This is an optimization exercise on Yosys and OpenROAD, whose aim is small area, not a production implementation. The RTL was checked by simulation tests, not by an equivalence proof against the original design. No activity file was given, so power comes from the tool's default toggle rates.

== job 101 ==
// selen_l1_cache
module selen_l1_cache
(
	input                           clk,
	input                           rst_n,
	input                           l1i_req_val,
	input   [32-1:0]  l1i_req_addr,
	output                          l1i_req_ack,
	output  [32-1:0]  l1i_ack_data,
	input                           l1d_req_val,
	input   [32-1:0]  l1d_req_addr,
	input   [3-1:0]   l1d_req_cop,
	input   [32-1:0]  l1d_req_wdata,
	input   [3-1:0]  l1d_req_size,
	output                          l1d_req_ack,
	output  [32-1:0]  l1d_ack_data,
	input   [32-1:0]  wb_dat_i,
	output  [32-1:0]  wb_dat_o,
	input                           wb_ack_i,
	output  [32-1:0]  wb_adr_o,
	output                          wb_cyc_o,
	input                           wb_stall_i,
	output  [(32 / 8)-1:0]    wb_sel_o,
	output                          wb_stb_o,
	output                          wb_we_o
);
Size: ~11000 cells after synthesis, roughly 4900 flip-flops, about 280 I/O pins, about 190000 sq um of cells after synthesis.
export LEC_CHECK = 0
export CAP_MARGIN = 20
export CORE_MARGIN = 2
export CORE_UTILIZATION = 55
export PLACE_DENSITY = 0.65
export SLEW_MARGIN = 20
create_clock -name core_clock -period 12.0 [get_ports {clk}]
run.sh (not shown) runs the stock make flow with config.mk's settings and CLKGATE_MAP_FILE= SYNTH_SCRIPT=/design/flow/synth_recipe.tcl, a recipe that flattens the netlist after the stock synthesis.
Input changes introduced in job 102 (baseline for comparison: job 101):
- an added CTS_CLUSTER_SIZE of 30
- a change of CAP_MARGIN from 20 to 0
- an added CTS_CLUSTER_DIAMETER of 100
- a change of PLACE_DENSITY from 0.65 to 0.75
- a change of SLEW_MARGIN from 20 to 0
- a change of CORE_UTILIZATION from 55 to 70
In summary, job 101 completed successfully, with a layout that passed the timing, DRC and antenna checks. Job 102 finished all stages; the layout is clean. Job 102 vs. job 101: initial standard-cell utilization of the core increased 15 points; sequential share of layout area has increased; number of clock buffers inserted by TritonCTS went down by 289.

========
Setup of willow:
selen_l1_cache, a different RTL version from the one above (not shown whole).
For scale: about 10,000 cells after synthesis, about 4,900 flip-flops, roughly 280 I/O pins, about 0.18 mm^2 of cells after synthesis.
export LEC_CHECK = 0
export CAP_MARGIN = 20
export CORE_MARGIN = 2
export CORE_UTILIZATION = 70
export PLACE_DENSITY = 0.75
export SLEW_MARGIN = 20
create_clock -name core_clock -period 12.0 [get_ports {clk}]
standard.sh (not shown) runs the stock make flow with config.mk's settings and CLKGATE_MAP_FILE= SYNTH_SCRIPT=/design/flow/synth_recipe.tcl, a recipe that flattens the netlist after the stock synthesis.
==> flow/flow/run.sh <==
#!/bin/bash
# Own layout flow: the standard flow (standard.sh) with these changes:
#  - synthesis maps the logic with an area-oriented ABC script (flow/abc_area.script)
#    in place of ORFS's delay-oriented one; everything else in the synthesis, and so
#    every register, its name and its cell, is the standard synthesis's
#  - the port buffers are sky130_fd_sc_hd__buf_1
#  - clock tree: sink clusters of up to 24 flip-flops within 120 um, no dummy loads
# Each tool's output is in orfs/logs/ (one log per step) and in flow.log here.
set -euo pipefail
W=$(pwd)
F=$W/flow

# The standard flow's synthesis script, with yosys' abc command given our script
{
	echo "proc abc {args} { set i [lsearch -exact \$args -script]; if {\$i >= 0} { lset args [expr {\$i + 1}] $F/abc_area.script }; yosys abc {*}\$args }"
	cat "$W/synth_recipe.tcl"
} > "$W/own_synth.tcl"
sed -e "s#SYNTH_SCRIPT=[^ ]*synth_recipe.tcl#SYNTH_SCRIPT=$W/own_synth.tcl#" "$W/standard.sh" > "$W/own_standard.sh"
grep -q "SYNTH_SCRIPT=$W/own_synth.tcl" "$W/own_standard.sh"

bash "$W/own_standard.sh" \
	"BUFFER_PORTS_ARGS=-buffer_cell sky130_fd_sc_hd__buf_1" \
	"CTS_ARGS=-sink_clustering_enable -repair_clock_nets -sink_clustering_size 24 -sink_clustering_max_diameter 120 -dont_use_dummy_load" \
	finish > "$W/flow.log" 2>&1
==> flow/flow/abc_area.script <==
strash
&get -n
&fraig -x
&put
scorr
dc2
dretime
strash
&get -n
&dch -f
&nf
&put
buffer -c
topo
stime -c
upsize -c
dnsize -c
willow: flow completed, timing, DRC and antenna clean
Setup changes, willow to quartz
Settings: setting CTS_CLUSTER_SIZE to 24 for the first time; setting CTS_CLUSTER_DIAMETER to 120 for the first time.
==> flow/run.sh (new file) <==
#!/bin/bash
# synth_recipe.tcl (not shown) runs the flow's synth.tcl, then flattens the netlist and writes it again
# the make line also repeats each setting of config.mk as NAME=value (left out here)
make -C /OpenROAD-flow-scripts/flow DESIGN_CONFIG=/design/flow/config.mk WORK_HOME=/design/flow/orfs CLKGATE_MAP_FILE= SYNTH_SCRIPT=/design/flow/synth_recipe.tcl finish
removed: flow/flow/run.sh
removed: flow/flow/abc_area.script
removed: flow/standard.sh
## What came out
For willow and quartz, there was not a single run that failed to finish clean.
Status: hold slack parity (willow, quartz)
Summary of quartz over willow: DRC violation total after the first TritonRoute iteration lower; finished layout cell area rose by 5.1%; relative area change from synthesis to final layout higher; die width increased by 1.1% relative to the old numbers; power picked up an extra 8.2%.
| static leakage power | quartz vs willow | worse |
Of the two values seen for capturing instance or port of the critical path, l1i_ack_data[30] was produced by willow and l1i_ack_data[22] by quartz.
[compare] base=willow new=quartz: count of clock-buffer cells in the layout increased 56, clock group share of total power went down by 1.1 points, arrival time at the worst endpoint went down.
In quartz, post-placement setup slack is higher than in willow.
Inputs modified between quartz and zinc:
Settings: CORE_UTILIZATION now 80, was 70; PLACE_DENSITY now 0.85, was 0.75.
Results
Of zinc and quartz, quartz shows the higher final area, with zinc below it.
Of zinc and quartz, it is zinc that has the higher shortest period the worst path allows.
zinc and quartz ended up with nearly the same total power after layout.
Layout overhead on the synthesized area in zinc vs quartz: down 0.42 points
Die extent in y, zinc and quartz, higher one = quartz.
Relative to quartz, sum of met3 wire segment lengths after detailed routing has gone up in zinc.
zinc ended with more fraction of the core area covered by cells at the end of the flow than quartz.
The final instance count without filler cells in zinc was lower than what quartz gave.
The portion of total power attributed to sequential cells reported for zinc is greater than that of quartz by 0.3 points.
Status: clock-pin transition on the worst setup and hold timing paths parity (quartz, zinc)

[afterwards: timing with drivers on the ports]
Ports are ideal in the flow. The routed layouts listed here were re-timed in OpenROAD.
Step 1 sets driving cells, clkbuf_16 on the clock port and buf_2 on the other inputs (assumed; they add their load-dependent delay and slew).
Step 2 moves the port delays by t, midway between the first and last clock arrival at a register: inputs arrive t later, outputs are due t later. That takes back most of the time a late clock gives input paths.
a / b / c = ideal / step 1 / step 2; a / b = the first two.
| run | t, ns | setup WS [ns] | pins driven straight from the clock port |
|---|---|---|---|
| job 101 | 1.103 | 2.072 / 1.961 / 3.064 | 1 |
| job 102 | 1.013 | 1.364 / 1.259 / 2.272 | 1 |
| willow | 1.043 | 1.999 / 1.893 / 2.936 | 1 |
| quartz | 1.051 | 2.163 / 2.055 / 3.106 | 1 |
| zinc | 1.028 | 1.983 / 1.871 / 2.899 | 1 |
After both steps every run listed still meets setup and hold.
